Context: an optimization exercise on an open-source flow, tuned for small area and a short achievable clock period. The choices shown serve that exercise and are no tape-out recipe.
Function was checked by simulation only, so behaviour that the tests miss may differ from the original.

[flow/config.mk]
export PLATFORM = sky130hd
export DESIGN_NAME = ALU_TOP
export DESIGN_NICKNAME = ALU_TOP
export VERILOG_FILES = /design/flow/design.v
export SDC_FILE = /design/flow/constraint.sdc
export NUM_CORES = 4
export LEC_CHECK = 0
export CAP_MARGIN = 20
export CORE_MARGIN = 2
export CORE_UTILIZATION = 40
export SLEW_MARGIN = 20
[flow/constraint.sdc]
create_clock -name core_clock -period 84.0 [get_ports {clk}]
set_input_delay 16.8000 -clock core_clock [delete_from_list [all_inputs] [get_ports {clk}]]
set_output_delay 16.8000 -clock core_clock [all_outputs]
set_load 0.01 [all_outputs]
[flow/design.v]
module Decoder_UNIT (
	input  wire [3 : 0] ALU_FUN_DEC,
	output reg 		    Arith_Enable,
	output reg 		    Logic_Enable,
	output reg 		    CMP_Enable,
	output reg 		    Shift_Enable		
);
	always @(*) begin 
		Arith_Enable = 0; Logic_Enable = 0; CMP_Enable = 0; Shift_Enable = 0;
		case (ALU_FUN_DEC[3:2])
			2'b00 : begin
				Arith_Enable = 1;
			end
			2'b01: begin
				Logic_Enable = 1;
			end
			2'b10 : begin
				CMP_Enable = 1;
			end
			2'b11 : begin
				Shift_Enable = 1;
			end	
		endcase
	end
endmodule
module ARITHMETIC_UNIT # (
	parameter A_WIDTH = 16,
	parameter B_WIDTH = 16,
	parameter OUT_WIDTH = 16 )
(	input  wire signed [A_WIDTH-1 : 0]   A_ARITHMETIC,
	input  wire signed [B_WIDTH-1 : 0]   B_ARITHMETIC,
	input  wire 				  		 clk, rst,
	input  wire 	   [3 : 0] 		     ALU_FUN,
	input  wire 				  		 ARITHMETIC_Enable,	
	output reg 				  		 	 ALU_Carry,
	output reg         [OUT_WIDTH-1 : 0] ARITHMETIC_OUT,
	output reg 					         ARITHMETIC_Flag
);
	reg [OUT_WIDTH-1 : 0] ARITHMETIC_OUT_reg; 
	reg 				  ALU_Carry_reg;
	always @(*) begin 
		ALU_Carry_reg = 0;
		case (ALU_FUN[1:0])
			2'b00 : begin
				ARITHMETIC_OUT_reg = A_ARITHMETIC + B_ARITHMETIC;
				ALU_Carry_reg = ARITHMETIC_OUT_reg[A_WIDTH];
			end
			2'b01: begin				
				ARITHMETIC_OUT_reg = A_ARITHMETIC - B_ARITHMETIC;
				ALU_Carry_reg = ARITHMETIC_OUT_reg[A_WIDTH];
			end
			2'b10 : begin
				ARITHMETIC_OUT_reg = A_ARITHMETIC * B_ARITHMETIC;
			end
			2'b11 : begin
				if (B_ARITHMETIC == 0)
					ARITHMETIC_OUT_reg = {OUT_WIDTH{1'b1}};
				else
					ARITHMETIC_OUT_reg = A_ARITHMETIC / B_ARITHMETIC;
			end	
		endcase
	end
	always @(posedge clk or negedge rst) begin 
		if(!rst) begin
			ARITHMETIC_OUT  <= 0;
			ARITHMETIC_Flag <= 0;
			ALU_Carry       <= 0;
		end 
		else if (!ARITHMETIC_Enable) begin
			ARITHMETIC_OUT  <= 0;
			ARITHMETIC_Flag <= 0;
			ALU_Carry       <= 0;
		end
		else begin
			ARITHMETIC_OUT  <= ARITHMETIC_OUT_reg;
			ARITHMETIC_Flag <= 1;
			ALU_Carry       <= ALU_Carry_reg;
		end
	end
endmodule
module LOGIC_UNIT # (
	parameter A_WIDTH = 16,
	parameter B_WIDTH = 16,
	parameter OUT_WIDTH = 16 )
(	input  wire [A_WIDTH-1 : 0]   A_logic,
	input  wire [B_WIDTH-1 : 0]   B_logic,
	input  wire 				  clk, rst,
	input  wire [3 : 0] 		  ALU_FUN,
	input  wire 				  Logic_Enable,	
	output reg  [OUT_WIDTH-1 : 0] Logic_OUT,
	output reg 					  Logic_Flag
);
	reg [OUT_WIDTH-1 : 0] Logic_OUT_reg; 
	always @(*) begin 
		case (ALU_FUN[1:0])
			2'b00 : begin
				Logic_OUT_reg = A_logic & B_logic;
			end
			2'b01 : begin
				Logic_OUT_reg = A_logic | B_logic;
			end
			2'b10: begin
				Logic_OUT_reg = ~(A_logic & B_logic);
			end
			2'b11 : begin
				Logic_OUT_reg = ~(A_logic | B_logic);
			end
		endcase
	end
	always @(posedge clk or negedge rst) begin 
		if(!rst) begin
			Logic_OUT  <= 0;
			Logic_Flag <= 0;
		end 
		else if (!Logic_Enable) begin
			Logic_OUT  <= 0;
			Logic_Flag <= 0;
		end
		else begin
			Logic_OUT <= Logic_OUT_reg;
			Logic_Flag <= 1;
		end
	end
endmodule
module CMP_UNIT # (
	parameter A_WIDTH = 16,
	parameter B_WIDTH = 16,
	parameter OUT_WIDTH = 16 )
(	input  wire [A_WIDTH-1 : 0]   A_CMP,
	input  wire [B_WIDTH-1 : 0]   B_CMP,
	input  wire 				  clk, rst,
	input  wire [3 : 0] 		  ALU_FUN,
	input  wire 				  CMP_Enable,	
	output reg  [OUT_WIDTH-1 : 0] CMP_OUT,
	output reg 					  CMP_Flag
);
	reg [OUT_WIDTH-1 : 0] CMP_OUT_reg; 
	always @(*) begin 
		case (ALU_FUN[1:0])
			2'b01 : begin
				if(A_CMP == B_CMP)
					CMP_OUT_reg = 1;
				else
					CMP_OUT_reg = 0;
			end
			2'b10: begin
				if(A_CMP > B_CMP)
					CMP_OUT_reg = 2;
				else
					CMP_OUT_reg = 0;
			end
			2'b11 : begin
				if(A_CMP < B_CMP)
					CMP_OUT_reg = 3;
				else
					CMP_OUT_reg = 0;
			end
			default : begin
				CMP_OUT_reg = 0;
			end	
		endcase
	end
	always @(posedge clk or negedge rst) begin 
		if(!rst) begin
			CMP_OUT  <= 0;
			CMP_Flag <= 0;
		end 
		else if (!CMP_Enable) begin
			CMP_OUT  <= 0;
			CMP_Flag <= 0;
		end
		else begin
			CMP_OUT <= CMP_OUT_reg;
			CMP_Flag <= 1;
		end
	end
endmodule
module SHIFT_UNIT # (
	parameter A_WIDTH = 16,
	parameter B_WIDTH = 16,
	parameter OUT_WIDTH = 16 )
(	input  wire [A_WIDTH-1 : 0]   A_SHIFT,
	input  wire [B_WIDTH-1 : 0]   B_SHIFT,
	input  wire 				  clk, rst,
	input  wire [3 : 0] 		  ALU_FUN,
	input  wire 				  SHIFT_Enable,	
	output reg  [OUT_WIDTH-1 : 0] SHIFT_OUT,
	output reg 					  SHIFT_Flag
);
	reg [OUT_WIDTH-1 : 0] SHIFT_OUT_reg; 
	always @(*) begin 
		case (ALU_FUN[1:0])
			2'b00 : begin
				SHIFT_OUT_reg = A_SHIFT >> 1;
			end
			2'b01 : begin
				SHIFT_OUT_reg = A_SHIFT << 1;
			end
			2'b10: begin
				SHIFT_OUT_reg = B_SHIFT >> 1;
			end
			2'b11 : begin
				SHIFT_OUT_reg = B_SHIFT << 1;
			end
		endcase
	end
	always @(posedge clk or negedge rst) begin 
		if(!rst) begin
			SHIFT_OUT  <= 0;
			SHIFT_Flag <= 0;
		end 
		else if (!SHIFT_Enable) begin
			SHIFT_OUT  <= 0;
			SHIFT_Flag <= 0;
		end
		else begin
			SHIFT_OUT <= SHIFT_OUT_reg;
			SHIFT_Flag <= 1;
		end
	end
endmodule
module ALU_TOP # (
	parameter A_WIDTH_TOP = 16,
	parameter B_WIDTH_TOP = 16,
	parameter OUT_WIDTH_TOP = A_WIDTH_TOP + B_WIDTH_TOP)
(	input  wire signed [A_WIDTH_TOP-1 : 0]   A,
	input  wire signed [B_WIDTH_TOP-1 : 0]   B,
	input  wire 				  		 	 clk, rst,
	input  wire 	   [3 : 0] 		     	 ALU_FUN,
	output wire        [OUT_WIDTH_TOP-1 : 0] ARITHMETIC_OUT,
	output wire        [OUT_WIDTH_TOP-1 : 0] Logic_OUT,
	output wire        [OUT_WIDTH_TOP-1 : 0] CMP_OUT,
	output wire        [OUT_WIDTH_TOP-1 : 0] SHIFT_OUT,
	output wire 					         Carry_OUT,
	output wire 					         ARITHMETIC_Flag,
	output wire 					         Logic_Flag,
	output wire 					         CMP_Flag,
	output wire 					         SHIFT_Flag
);
wire int_Arith_Enable, int_Logic_Enable, int_CMP_Enable, int_Shift_Enable ;
Decoder_UNIT DEC_U (
	.ALU_FUN_DEC(ALU_FUN),
	.Arith_Enable(int_Arith_Enable),
	.Logic_Enable(int_Logic_Enable),
	.CMP_Enable(int_CMP_Enable),
	.Shift_Enable(int_Shift_Enable)
);
ARITHMETIC_UNIT # (
	.A_WIDTH(A_WIDTH_TOP),
	.B_WIDTH(B_WIDTH_TOP),
	.OUT_WIDTH(OUT_WIDTH_TOP)
)
ARITH_U
(	.A_ARITHMETIC(A),
	.B_ARITHMETIC(B),
	.clk(clk),
	.rst(rst),
	.ALU_FUN(ALU_FUN),
	.ARITHMETIC_Enable(int_Arith_Enable),
	.ALU_Carry(Carry_OUT),
	.ARITHMETIC_OUT(ARITHMETIC_OUT),
	.ARITHMETIC_Flag(ARITHMETIC_Flag)
);
LOGIC_UNIT # (
	.A_WIDTH(A_WIDTH_TOP),
	.B_WIDTH(B_WIDTH_TOP),
	.OUT_WIDTH(OUT_WIDTH_TOP)
)
LOG_U 
(	.A_logic(A),
	.B_logic(B),
	.clk(clk),
	.rst(rst),
	.ALU_FUN(ALU_FUN),
	.Logic_Enable(int_Logic_Enable),
	.Logic_OUT(Logic_OUT),
	.Logic_Flag(Logic_Flag)
);
CMP_UNIT # (
	.A_WIDTH(A_WIDTH_TOP),
	.B_WIDTH(B_WIDTH_TOP),
	.OUT_WIDTH(OUT_WIDTH_TOP)
)
CMP_U 
(	.A_CMP(A),
	.B_CMP(B),
	.clk(clk),
	.rst(rst),
	.ALU_FUN(ALU_FUN),
	.CMP_Enable(int_CMP_Enable),
	.CMP_OUT(CMP_OUT),
	.CMP_Flag(CMP_Flag)
);
SHIFT_UNIT # (
	.A_WIDTH(A_WIDTH_TOP),
	.B_WIDTH(B_WIDTH_TOP),
	.OUT_WIDTH(OUT_WIDTH_TOP)
)
SHIFT_U 
(	.A_SHIFT(A),
	.B_SHIFT(B),
	.clk(clk),
	.rst(rst),
	.ALU_FUN(ALU_FUN),
	.SHIFT_Enable(int_Shift_Enable),
	.SHIFT_OUT(SHIFT_OUT),
	.SHIFT_Flag(SHIFT_Flag)
);
endmodule
[flow/run.sh]
#!/bin/bash
# synth_recipe.tcl (not shown) runs the flow's synth.tcl, then flattens the netlist and writes it again
# the make line also repeats each setting of config.mk as NAME=value (left out here)
make -C /OpenROAD-flow-scripts/flow DESIGN_CONFIG=/design/flow/config.mk WORK_HOME=/design/flow/orfs CLKGATE_MAP_FILE= SYNTH_SCRIPT=/design/flow/synth_recipe.tcl finish
==> reports/results.txt <==
Std cell rows = 122
Bufs on Longest Clock Path = 2
Hpwl dp = 160 mm
Crit-path max cell delay = 570 ps
Most frequent cells in the layout = 1203 x buf_4, 654 x ha_1, 593 x nand2_1
Global routing's busiest layer = met2
Type of origin of the critical path = input pin
Tmin final = 81450 ps
Area of the multi-input gates = 42000 um2
Gp weighted congestion = 1.05
PortBufs = 125
CP Class = input pin to flip-flop
Starting Density = 40.3%
IO Pins = 171
Avg WL per Cell = 22.5 um
Crit path DAT = 81730 ps
Yosys cell types = 111
Post-synthesis mux area share = 3.01%
Main synth FF type = dfrtp_1
Post-synth EDFFs = 0
Main combinational cell family by area after synthesis = adder cells
Root buf cell = clkbuf_16
Fill count = 10900
Pin count of the biggest net entering global routing = 64
Largest register FFs = 32
Post-Synth XOR/XNOR Area = 8.16%
Initial DRC count = 4994
Setup TNS = 0 ps
Synth warnings = 5
Design area = 58600 um2
Setup violations, final = 0
Netlist Area Pre-Place = 44600 um2
Initial antenna violation count = 3
Hold Path Class = input pin to asynchronous set/reset pin
Final count of pins violating max slew = 0
Residual DRC count = 0
Setup WS pre-CTS = -3830 ps
Global route overflow = 0
GR Util met3 = 5.35%
# hold bufs at CTS = 0
Final period utilization = 97.0%
Area Overhead vs Synth = 31.5%
Vias in the first global route = 49100
First-pass GRT wire length = 294 mm
Critical Path RT = 84280 ps
Slew headroom = 23.0%
# nets final = 8283
Drt pass-1 iters = 10
Status = timing/DRC/antenna clean
Die Ht = 338 um
Die Span X = 338 um
ANT nets after route = 0
Critical path's slowest cell = or4b_1
Final WS setup = 2550 ps
Commonest non-fill, non-tap cell in the layout = buf_4
GRT met2 Usage = 52.9%
Worst-Margin Slew = 1150 ps
H-Tree Depth = 3
Vias post-DR = 51200
Reg area = 1830 um2
Via/cell ratio = 5.81
Die area = 114000 um2
Syn Area/Cell = 7.38 um2
Met1 GRT Util = 45.7%
CP startpoint = B[0]
Mapped Cells = 6037
Total Wirelength = 198 mm
CTS Buf Count = 9
Yosys reg bits = 73
Clock Pin Slew Worst Setup and Hold Paths = 70 ps
Critical path endpoint = ARITH_U.ARITHMETIC_OUT[23]
Fin. Hold Viols = 0
Clock Sinks = 73
Max Clk Rate = 12.3 MHz
Total GRT Usage = 33.6%
Share of cells above drive strength 1 = 23.2%
Area of the core = 111000 um2
Adder-Cell Fraction of Synth Area = 30.5%
CTS tree = yes
Seq/Total Area, Yosys = 4.10%
Crit-path most repeated cell = buf_4
Ys async rst share = 100%
Worst setup EP type = flip-flop
Simple-Gate Fraction of Synth Area = 20.6%
Dpl cell area = 56300 um2
Synth Area in Compound Gates = 26.5%
Crit-path max FO = 18
Maxcap violations = 0
==> timing repair <==
item | CTS | global route
hold endpoints to repair | 0 | 0
setup endpoints to repair | 32 | 32
resized for setup | 63 | 297
buffers inserted | 8 | 46
pin swaps | 8 | 90
gates cloned | 0 | 3
==> layer usage <==
layer | vias to the layer above | routed length (um)
li1 | 23900 | -
met1 | 24400 | 85000
met2 | 2384 | 85900
met3 | 458 | 17800
met4 | 2 | 9210
met5 | - | 19
==> synthesized netlist by cell type (all sizes together) (36+ instances only) <==
library cell / number / share of area (%)
a211oi: 58 / 0.99
a21boi: 36 / 0.61
a21o: 200 / 3.4
a21oi: 461 / 5.2
a31oi: 97 / 1.4
and2: 44 / 0.62
and3: 57 / 0.80
buf: 109 / 1.5
clkbuf: 166 / 1.4
dfrtp: 73 / 4.1
fa: 264 / 12
ha: 662 / 19
inv: 494 / 4.2
mux2: 57 / 1.4
mux2i: 43 / 0.97
nand2: 605 / 5.1
nand2b: 52 / 0.73
nand3: 118 / 1.3
nand4: 47 / 0.69
nor2: 582 / 4.9
nor2b: 66 / 0.93
nor3: 167 / 1.9
nor4: 43 / 0.72
o211ai: 46 / 0.78
o21a: 136 / 2.3
o21ai: 301 / 3.4
o21bai: 43 / 0.72
o31ai: 67 / 1.1
or2: 51 / 0.72
or3: 69 / 0.98
xnor2: 283 / 5.6
xor2: 131 / 2.6
==> worst max-delay path, delay by kind of cell <==
kind / cells / cell delay (ps)
AO/OA/AOI/OAI: 155 / 32140
buffers and inverters: 45 / 6880
adder cells (fa/ha/maj): 31 / 8980
AND/OR/NAND/NOR: 68 / 13920
XOR/XNOR: 1 / 280
multiplexers: 8 / 2560
==> metrics by stage <==
| step | cells | hold slack, ps | util [%] |
|---|---|---|---|
| finish | 8812 | 16280 | 53.0 |
| global placement | 8739 | 16680 | 50.9 |
| floorplan | 6232 | 16500 | - |
| global route | 8811 | 16280 | 53.0 |
| CTS | 8762 | 16270 | 51.5 |
| detailed placement | 8739 | 16680 | 50.9 |
==> cells by family (layout without fill, tap and decap cells) <==
group                      after synthesis  count (layout)
xor gates and xnor gates               414             414
AOI/OAI and AO/OA                     1770            1771
and+or+nand+nor                       1962            1962
other                                    2             198
muxes                                  112             112
buffers and inverters                  778            1868
adders and majority gates              926             926
DFF                                     73              73
==> worst min path at each step <==
stage	startpoint	endpoint	slack [ps]	depth (start not counted)
6_report	rst	ARITH_U.ARITHMETIC_OUT[28]	16280	1
5_1_grt	rst	ARITH_U.ARITHMETIC_OUT[28]	16280	1
4_1_cts	rst	ARITH_U.ARITHMETIC_OUT[28]	16270	1
3_5_place_dp	rst	ARITH_U.ARITHMETIC_OUT[28]	16680	1
3_3_place_gp	rst	ARITH_U.ARITHMETIC_OUT[28]	16680	1
2_1_floorplan	rst	ARITH_U.ALU_Carry	16500	0
==> cell type report <==
class                   count  share of cell area (%)
well taps                1488                    3.18
flip-flops and latches     73                    3.12
clock inverters             6                   0.143
repair buffers           1350                    18.3
diodes                      1                 0.00427
multi-input cells        5382                    71.7
inverters                 503                    3.23
clock buffers               9                   0.385

==> what the ideal ports hide <==
How much do the figures lean on ideal ports? The routed layout below was timed once more, with nothing changed but the port constraints.
Step 1 (the two cells are an assumption about what drives the block):
set clk [get_ports {clk}]
set_driving_cell -lib_cell sky130_fd_sc_hd__clkbuf_16 $clk
set_driving_cell -lib_cell sky130_fd_sc_hd__buf_2 [delete_from_list [all_inputs] $clk]
Step 2 moves the port delays by t, midway between the first and last clock arrival at a register: inputs arrive t later, outputs are due t later. That takes back most of the time a late clock gives input paths.
a / b / c = ideal / step 1 / step 2; a / b = the first two.
t, ns: 0.419
setup slack, ns: 2.547 / 2.573 / 2.154
worst setup path at the end: input to register
latest minus earliest clock arrival (ns): 0.016 / 0.017
After both steps setup and hold are still met in this run. The setup slack of this run moves by +0.026 ns with the drivers and by -0.393 ns with both steps.
